Background: an optimization exercise with open tools, aiming at small area. Do not read the settings as production practice. Function was checked by simulation only, so behaviour that the tests miss may differ from the original. Power figures rest on the tool's default switching activity, not on a simulated workload.

==> flow/design.v, too long to show whole: its modules and the start of the top module <==
// module aurora_pe_FD: 9 lines
// module aurora_pe_FDR: 11 lines
// module aurora_pe_SRL16: 17 lines
// module aurora_8b10b_CHBOND_COUNT_DEC_4BYTE: 13 lines
// module aurora_8b10b_ERR_DETECT_4BYTE: 108 lines
// module aurora_8b10b_LANE_INIT_SM_4BYTE: 166 lines
// module aurora_8b10b_SYM_DEC_4BYTE: 325 lines
// module aurora_8b10b_SYM_GEN_4BYTE: 171 lines
// module aurora_8b10b_AURORA_LANE_4BYTE: 180 lines
// module aurora_8b10b_CHANNEL_ERR_DETECT: 58 lines
// module aurora_8b10b_CHANNEL_INIT_SM: 265 lines
// module aurora_8b10b_IDLE_AND_VER_GEN: 383 lines
// module aurora_8b10b_GLOBAL_LOGIC: 88 lines
// module aurora_8b10b_AXI_TO_LL: 59 lines
// module aurora_8b10b_TX_STREAM: 70 lines
// module aurora_8b10b_LL_TO_AXI: 41 lines
// module aurora_8b10b_RX_STREAM: 30 lines
// module aurora_8b10b_pe: 411 lines
module aurora_8b10b_pe
(
    input   [127:0]    s_axi_tx_tdata,
    input              s_axi_tx_tvalid,
    output             s_axi_tx_tready,
    output  [127:0]    m_axi_rx_tdata,
    output             m_axi_rx_tvalid,
    input              do_cc,
    input              warn_cc,
    output             hard_err,
    output             soft_err,
    output             channel_up,
    output  [3:0]      lane_up,
    input              user_clk,
    input              reset,
    input              power_down,
    input   [127:0]    rx_data,
    input   [15:0]     rx_not_in_table,
    input   [15:0]     rx_disp_err,
    input   [15:0]     rx_char_is_k,
    input   [15:0]     rx_char_is_comma,
    input   [3:0]      rx_buf_err,
    input   [3:0]      tx_buf_err,
    input   [3:0]      rx_realign,
    input   [3:0]      ch_bond_done,
    output  [127:0]    tx_data,
    output  [15:0]     tx_char_is_k,
    output  [3:0]      rx_polarity,
    output  [3:0]      rx_reset,
    output  [3:0]      tx_reset,
    output  [3:0]      ena_comma_align,
    output             en_chan_sync,
    output             gtrxreset
);
  // ...
==> flow/run.sh <==
#!/bin/bash
# synth_recipe.tcl (not shown) runs the flow's synth.tcl, then flattens the netlist and writes it again
# the make line also repeats each setting of config.mk as NAME=value (left out here)
make -C /OpenROAD-flow-scripts/flow DESIGN_CONFIG=/design/flow/config.mk WORK_HOME=/design/flow/orfs CLKGATE_MAP_FILE= SYNTH_SCRIPT=/design/flow/synth_recipe.tcl finish
==> flow/config.mk <==
export PLATFORM = sky130hd
export DESIGN_NAME = aurora_8b10b_pe
export DESIGN_NICKNAME = aurora_8b10b_pe
export VERILOG_FILES = /design/flow/design.v
export SDC_FILE = /design/flow/constraint.sdc
export NUM_CORES = 4
export LEC_CHECK = 0
export CAP_MARGIN = 20
export CORE_MARGIN = 2
export CORE_UTILIZATION = 40
export PLACE_DENSITY = 0.6
export SLEW_MARGIN = 20
==> flow/constraint.sdc <==
create_clock -name core_clock -period 5.0 [get_ports {user_clk}]
set_input_delay 1.0000 -clock core_clock [delete_from_list [all_inputs] [get_ports {user_clk}]]
set_output_delay 1.0000 -clock core_clock [all_outputs]
set_load 0.01 [all_outputs]
==> impl_metrics.py, run 1 <==
metrics = {
    "clock_network": {
        "cts_sinks": 1576,
        "insertion_delay_ns": 0.75,
        "number_of_setup_buffers_added_after_cts": 0,
    },
    "detailed_routing": {
        "routed_met1_length_um": 47800,
        "avgViaCountPerCell": 4.84,
        "wl_per_cell_um": 19.8,
    },
    "logic_synthesis": {
        "synthesized_area_um2": 47100,
        "synth-warning-count": 29,
        "post_synth_inst_count": 3313,
        "synth.largest_area_cell": "dfxtp_1",
        "synth-edff-count": 299,
    },
    "finish": {
        "layout.sequential_cells": 1576,
        "post_route_utilization_pct": 51.7,
        "multi_input_logic_portion_of_the_cell_area_pct": 19.2,
    },
    "floorplan": {
        "initial_utilization_pct": 40.4,
    },
    "power": {
        "powerClk_w": 0.0118,
    },
    "placed_design": {
        "port-buffer-count": 639,
        "placed_cells_incl_taps": 5356,
    },
    "global_route": {
        "via_count_of_the_first_global_routing_pass": 26800,
        "grtUsageMet2_pct": 30.1,
    },
    "setup_path": {
        "critical_path_start_end_classification": "flop to output pin",
        "critPathSlowestCell": "clkdlybuf4s50_1",
    },
    "timing": {
        "fin_worst_hold_slack_ns": 0.312,
        "worstMarginPinSlew_ns": 1.11,
    },
    "run_status": {
        "run_status": "no timing/DRC/antenna violations",
    },
}
==> inputs of run 2 (changes only) <==
--- a/flow/config.mk
+++ b/flow/config.mk
@@ -8,5 +8,6 @@
 export CAP_MARGIN = 20
 export CORE_MARGIN = 2
 export CORE_UTILIZATION = 40
+export CTS_BUF_LIST = sky130_fd_sc_hd__clkbuf_4
 export PLACE_DENSITY = 0.6
 export SLEW_MARGIN = 20
==> impl_metrics.py, run 2 <==
metrics = {
    "logic_synthesis": {
        "synth.avg_cell_area_um2": 14.2,
        "synth_top_area_share_pct": 54.3,
        "postSynthRegisterBits": 1576,
        "synth-edff-count": 299,
        "post_synth_cell_types": 64,
        "seq_area_frac_synth_pct": 73.4,
        "syn-num-nets": 3678,
        "yosys-top-cells-area": "dfxtp_1 (54%), edfxtp_1 (19%), mux4_2 (6.9%)",
        "async_reset_ff_share_pct": 0,
        "synthFlopType": "dfxtp_1",
        "post_synth_inst_count": 3313,
        "synth-warning-count": 29,
        "yosys.cell_count.top_type": "dfxtp_1",
        "yosys-top-cells-count": "dfxtp_1 (1277), edfxtp_1 (299), nand2_1 (243)",
        "synthesized_area_um2": 47100,
        "synth.largest_area_cell": "dfxtp_1",
    },
    "clock_network": {
        "post_cts_resize_count": 0,
        "clkTransAtPathRegs_ns": 0.07,
        "root_buffer_master": "clkbuf_4",
        "number_of_setup_buffers_added_after_cts": 0,
        "ctsHoldBuffers": 0,
        "tritoncts_clock_tree": "built",
        "htree_levels": 5,
        "insertion_delay_ns": 1.23,
        "ctsLongestPathBuffers": 4,
        "tritoncts.num_buffers": 402,
        "cts_sinks": 1576,
    },
    "global_route": {
        "grt_use_total_pct": 18.7,
        "via_count_of_the_first_global_routing_pass": 29000,
        "grt_first_pass_wirelength_um": 171000,
        "grt_start_max_net_pins": 69,
        "grt_overflow": 0,
        "number_of_antenna_violations_at_the_first_check_in_global_routing": 12,
    },
    "floorplan": {
        "fp.dieW_um": 347,
        "io_count": 641,
        "dieArea_um2": 120000,
        "core_box_area_um2": 116000,
        "initial_utilization_pct": 40.4,
        "row_count": 125,
        "die_height_um": 347,
    },
    "detailed_routing": {
        "drt_pass1_iterations": 5,
        "avgViaCountPerCell": 4.79,
        "wl_per_cell_um": 18.8,
        "detail_route.drc_violations": 0,
        "routed-via-count": 29000,
        "final_wirelength_um": 114000,
        "detailedRoute.firstIterationViolations": 1354,
        "drtAntennaViolNets": 0,
    },
    "setup_path": {
        "cp.buffers_inverters": 1,
        "cell_class_contributing_the_biggest_share_of_worst_path_delay": "buffers and inverters",
        "critPathSlowestCell": "clkdlybuf4s50_1",
        "timing.critical_path.to_type": "output pin",
        "critical_path_start_end_classification": "flop to output pin",
        "required_ns": 4.00,
        "worst-r2r-cell-count": 2,
        "critical-path-max-stage-delay_ns": 0.73,
        "timing.critical_path.fanout_max": 12,
        "worstSetupPathDepth": 1,
        "setup.worst_path.start_class": "flop",
        "timing.critical_path.cells": "clkdlybuf4s50_1",
        "endpoint_arrival_time_on_the_critical_path_ns": 2.62,
    },
    "timing": {
        "worstMarginPinSlew_ns": 1.09,
        "maxSlewHeadroom_pct": 27.1,
        "hold_viol_final": 0,
        "maxClockFrequency_mhz": 276,
        "setup-violations-final": 0,
        "final.setup.tns_ns": 0,
        "layout_worst_path_cycle_share_pct": 72.4,
        "min_cycle_time_layout_ns": 3.62,
        "finalClockSkew_ns": 0.0810,
        "slew_viol_final": 0,
        "rsz0062_at_grt": "no",
    },
    "finish": {
        "post_route_utilization_pct": 51.4,
        "nets": 4601,
        "syn2layout_area_growth_pct": 27.1,
        "layout-drive-gt1-share_pct": 18.9,
        "layout.cells.most_common_list": "dfxtp_1 (1268), clkdlybuf4s50_1 (639), clkbuf_4 (594)",
        "layout_commonest_cell": "dfxtp_1",
    },
    "placed_design": {
        "port-buffer-count": 639,
        "dp.final_hpwl_um": 81000,
        "routabilityCongestion": 0.816,
    },
    "power": {
        "max_rail_drop_vdd_v": 0.000258,
        "power-per-cell-area_nw_per_um2": 428,
        "total_power_w": 0.0256,
        "p_leak_nw": 23.3,
    },
    "hold_path": {
        "worst_hold_path.num_cells": 1,
        "hold_path_class": "input port to flop",
    },
    "run_status": {
        "run_status": "no timing/DRC/antenna violations",
    },
    "job": {
        "max-cap-violations": 0,
    },
}
run 2: cell counts after synthesis:
Identical to the previous run, type by type.
run 2: final cells by class:
class	instances	area (um^2)
antenna	13	32.5
clock buffer	594	4460
clock inverter	88	470
fill	10100	56600
inverter	86	323
multi-input combinational	1519	11500
sequential	1576	34600
tap	1524	1910
timing repair buffer	651	6490
run 2: path summary, 6_finish.rpt:
check,startpoint,to,slack (ns)
max,flop,ena_comma_align[2],1.38
min,s_axi_tx_tdata[78],flop,0.20
max reg2reg,flop,flop,2.39
min reg2reg,flop,flop,0.26
run 2: per-layer routing:
layer | up-vias | GRT usage [%] | wire length [um]
met1 | 13900 | 22.7 | 47800
met4 | 6 | 8.62 | 3520
met5 | - | 0 | 40
li1 | 13800 | - | -
met3 | 250 | 5.78 | 7690
met2 | 978 | 30.3 | 55000
run 2: metrics by stage:
step	worst slack (ns)	hold WS (ns)	cells	instance area, um^2
global route	1.09	0.0245	6049	59800
CTS	1.13	0.00921	6038	59700
finish	1.38	0.199	6051	59800
global placement	2.15	0.310	5356	54800
floorplan	2.95	0.310	3313	47100
detailed placement	2.14	0.312	5356	54800
run 2: cell families after synthesis:
kind of cell               count (synthesis)  share of synthesized area [%]
muxes                                    146                           6.94
adders and majority gates                 23                          0.675
and+or+nand+nor                          967                           11.1
xor gates and xnor gates                  55                           1.02
DFF                                     1576                           73.4
AOI/OAI and AO/OA                        328                           4.76
buffers and inverters                    218                           2.08
run 2: power by group:
| part | switching [W] | internal (W) |
|---|---|---|
| logic | 0.000499 | 0.000770 |
| registers | 0.000358 | 0.0135 |
| clock network | 0.00489 | 0.00561 |
==> inputs of run 3 (changes only) <==
--- a/flow/config.mk
+++ b/flow/config.mk
@@ -5,9 +5,9 @@
 export SDC_FILE = /design/flow/constraint.sdc
 export NUM_CORES = 4
 export LEC_CHECK = 0
+export ABC_AREA = 1
 export CAP_MARGIN = 20
 export CORE_MARGIN = 2
 export CORE_UTILIZATION = 40
-export CTS_BUF_LIST = sky130_fd_sc_hd__clkbuf_4
 export PLACE_DENSITY = 0.6
 export SLEW_MARGIN = 20
==> impl_metrics.py, run 3 <==
metrics = {
    "floorplan": {
        "row_count": 125,
        "initial_utilization_pct": 40.4,
        "fp.dieW_um": 347,
        "io_count": 641,
        "core_box_area_um2": 117000,
        "die_height_um": 347,
        "dieArea_um2": 120000,
    },
    "placed_design": {
        "postPlaceCellArea_um2": 54900,
        "port-buffer-count": 639,
        "dp.final_hpwl_um": 85200,
        "dpl_ws_ns": 1.90,
        "routabilityCongestion": 0.869,
    },
    "logic_synthesis": {
        "synth.avg_cell_area_um2": 11.0,
        "synthFlopType": "dfxtp_1",
        "synth.largest_area_cell": "dfxtp_1",
        "post_synth_inst_count": 4292,
        "synth-warning-count": 29,
        "synth_top_area_share_pct": 54.3,
        "async_reset_ff_share_pct": 0,
        "synth-edff-count": 299,
        "seq_area_frac_synth_pct": 73.4,
        "syn-num-nets": 4657,
        "synthesized_area_um2": 47100,
        "yosys-top-cells-count": "dfxtp_1 (1277), nand2_1 (821), inv_1 (424)",
        "yosys.cell_count.top_type": "dfxtp_1",
        "post_synth_cell_types": 46,
        "postSynthRegisterBits": 1576,
        "yosys-top-cells-area": "dfxtp_1 (54%), edfxtp_1 (19%), nand2_1 (6.5%)",
    },
    "timing": {
        "hold_viol_final": 0,
        "final.setup.worst_slack_ns": 1.95,
        "finalClockSkew_ns": 0.0230,
        "min_cycle_time_layout_ns": 3.05,
        "setup-violations-final": 0,
        "final.setup.tns_ns": 0,
        "rsz0062_at_grt": "no",
        "slew_viol_final": 0,
        "worstMarginPinSlew_ns": 1.06,
        "maxSlewHeadroom_pct": 29.0,
        "maxClockFrequency_mhz": 328,
        "layout_worst_path_cycle_share_pct": 61.1,
    },
    "clock_network": {
        "tritoncts_clock_tree": "built",
        "ctsLongestPathBuffers": 3,
        "post_cts_resize_count": 0,
        "number_of_setup_buffers_added_after_cts": 0,
        "ctsHoldBuffers": 0,
        "tritoncts.num_buffers": 160,
        "cts_sinks": 1576,
        "clkTransAtPathRegs_ns": 0.06,
        "root_buffer_master": "clkbuf_16",
        "insertion_delay_ns": 0.75,
        "htree_levels": 4,
    },
    "detailed_routing": {
        "met3RoutedLength_um": 7740,
        "final_wirelength_um": 117000,
        "detail_route.drc_violations": 0,
        "routed-via-count": 31500,
        "topRoutingLayerUsed": "met5",
        "drtAntennaViolNets": 0,
        "wl_met2_um": 54000,
        "detailedRoute.firstIterationViolations": 2042,
        "wl_per_cell_um": 17.6,
        "drt_pass1_iterations": 5,
        "routed_met1_length_um": 51600,
        "avgViaCountPerCell": 4.73,
    },
    "job": {
        "max-cap-violations": 0,
    },
    "setup_path": {
        "critical_path_start_end_classification": "flop to output pin",
        "timing.critical_path.to_type": "output pin",
        "critical-path-max-stage-delay_ns": 0.65,
        "timing.critical_path.cells": "clkdlybuf4s50_1",
        "required_ns": 4.00,
        "cp.buffers_inverters": 1,
        "ff2ff_setup_slack_ns": 1.96,
        "endpoint_arrival_time_on_the_critical_path_ns": 2.05,
        "cp-endpoint": "lane_up[1]",
        "worstSetupPathDepth": 1,
        "timing.critical_path.fanout_max": 3,
        "worst-r2r-cell-count": 6,
        "critPathSlowestCell": "dfxtp_1",
        "setup.worst_path.start_class": "flop",
        "cell_class_contributing_the_biggest_share_of_worst_path_delay": "flip-flops",
    },
    "finish": {
        "area.sequential_um2": 34500,
        "layout-drive-gt1-share_pct": 6.28,
        "multi_input_comb_area_um2": 10300,
        "post_route_utilization_pct": 51.8,
        "fill_cells": 10300,
        "syn2layout_area_growth_pct": 28.1,
        "nets": 5358,
        "post-route-cell-area_um2": 60300,
        "layout_commonest_cell": "dfxtp_1",
        "layout.cells.most_common_list": "dfxtp_1 (1276), nand2_1 (821), clkdlybuf4s50_1 (639)",
    },
    "global_route": {
        "grt_use_total_pct": 19.1,
        "number_of_antenna_violations_at_the_first_check_in_global_routing": 12,
        "grt_overflow": 0,
        "grt_first_pass_wirelength_um": 177000,
        "via_count_of_the_first_global_routing_pass": 30400,
        "grt_start_max_net_pins": 65,
    },
    "hold_path": {
        "hold_path_class": "flop to flop",
    },
    "power": {
        "max_rail_drop_vdd_v": 0.000322,
        "power-per-cell-area_nw_per_um2": 441,
        "p_leak_nw": 24.3,
    },
    "run_status": {
        "run_status": "no timing/DRC/antenna violations",
    },
}
run 3: cell count changes after synthesis, moves of 36 or more:
| cell | change |
|---|---|
| xnor2_1 | -36 |
| nor2b_1 | -74 |
| inv_1 | +339 |
| a2bb2oi_1 | -46 |
| nor2_1 | +244 |
| a21oi_1 | +100 |
| mux4_2 | -144 |
| o2111ai_1 | +71 |
| nand2b_1 | -54 |
| nand2_1 | +578 |
| nor3_1 | +36 |
| o21ai_0 | +104 |
run 3: cell families after synthesis:
logic type                 synth area share, %
buffers and inverters                     4.67
and+or+nand+nor                           14.4
xor gates and xnor gates                 0.260
AOI/OAI and AO/OA                         6.61
DFF                                       73.4
adders and majority gates                0.675
run 3: layer usage:
metal  global-route usage [%]  up-vias
li1                         -    15500
met1                     24.9    14700
met2                     30.8     1068
met3                     4.19      221
met4                     7.52        8
met5                        0        -
run 3: where the power goes:
group,switching (W),total [W],internal [W]
registers,0.000258,0.0136,0.0134
logic,0.000463,0.000989,0.000526
clock network,0.00491,0.0120,0.00710
run 3: stage by stage:
| step | hold WS, ns | power (W) | instances |
|---|---|---|---|
| 2_1_floorplan | 0.310 | 0.0141 | 4292 |
| 3_3_place_gp | 0.311 | 0.0149 | 6355 |
| 3_5_place_dp | 0.312 | 0.0149 | 6355 |
| 4_1_cts | 0.317 | 0.0269 | 6654 |
| 5_1_grt | 0.323 | 0.0276 | 6657 |
| 6_report | 0.315 | 0.0266 | 6657 |
run 3: final cells by class:
cell class                      count  area share [%]
Sequential cell                  1576            57.3
Multi-Input combinational cell   2171            17.1
Timing Repair Buffer              655            10.8
Clock buffer                      223            7.57
Tap cell                         1524            3.16
Inverter                          429            2.67
Clock inverter                     76            1.38
Antenna cell                        3          0.0124
run 3: how the worst min path moves through the flow:
stage	cells after the start	from	slack, ns	to
after CTS	0	flop	0.32	flop
final	0	flop	0.32	flop
after detailed placement	0	flop	0.31	flop
after floorplan	0	flop	0.31	flop
after global placement	0	flop	0.31	flop
after global routing	0	flop	0.32	flop

separate check: timing with driven ports:
No port has a modelled driver above. Below, the same layouts with a new extraction and two added sets of constraints.
Step 1 sets driving cells, clkbuf_16 on the clock port and buf_2 on the other inputs (assumed; they add their load-dependent delay and slew).
Step 2 times the ports against the registers' clock, not the clock port: input delays grow and output delays shrink by t, the midpoint of the rising clock arrivals with the driver on.
a / b / c = ideal / step 1 / step 2; a / b = the first two.
| run | t, ns | slack for setup (ns) | worst register clock-pin slew, ns | worst data-port slew with drivers (ns) | cell pins on the clock port's net |
|---|---|---|---|---|---|
| run 1 | 0.810 | 1.811 / 1.742 / 2.241 | 0.07 / 0.07 | 0.15 | 1 |
| run 2 | 1.257 | 1.380 / 1.314 / 2.193 | 0.07 / 0.07 | 0.11 | 1 |
| run 3 | 0.806 | 1.947 / 1.879 / 1.915 | 0.07 / 0.07 | 0.12 | 1 |
After both steps setup and hold are still met in every run listed. The setup slack of run 3, which loses most, moves by -0.068 ns with the drivers and by -0.032 ns with both steps.
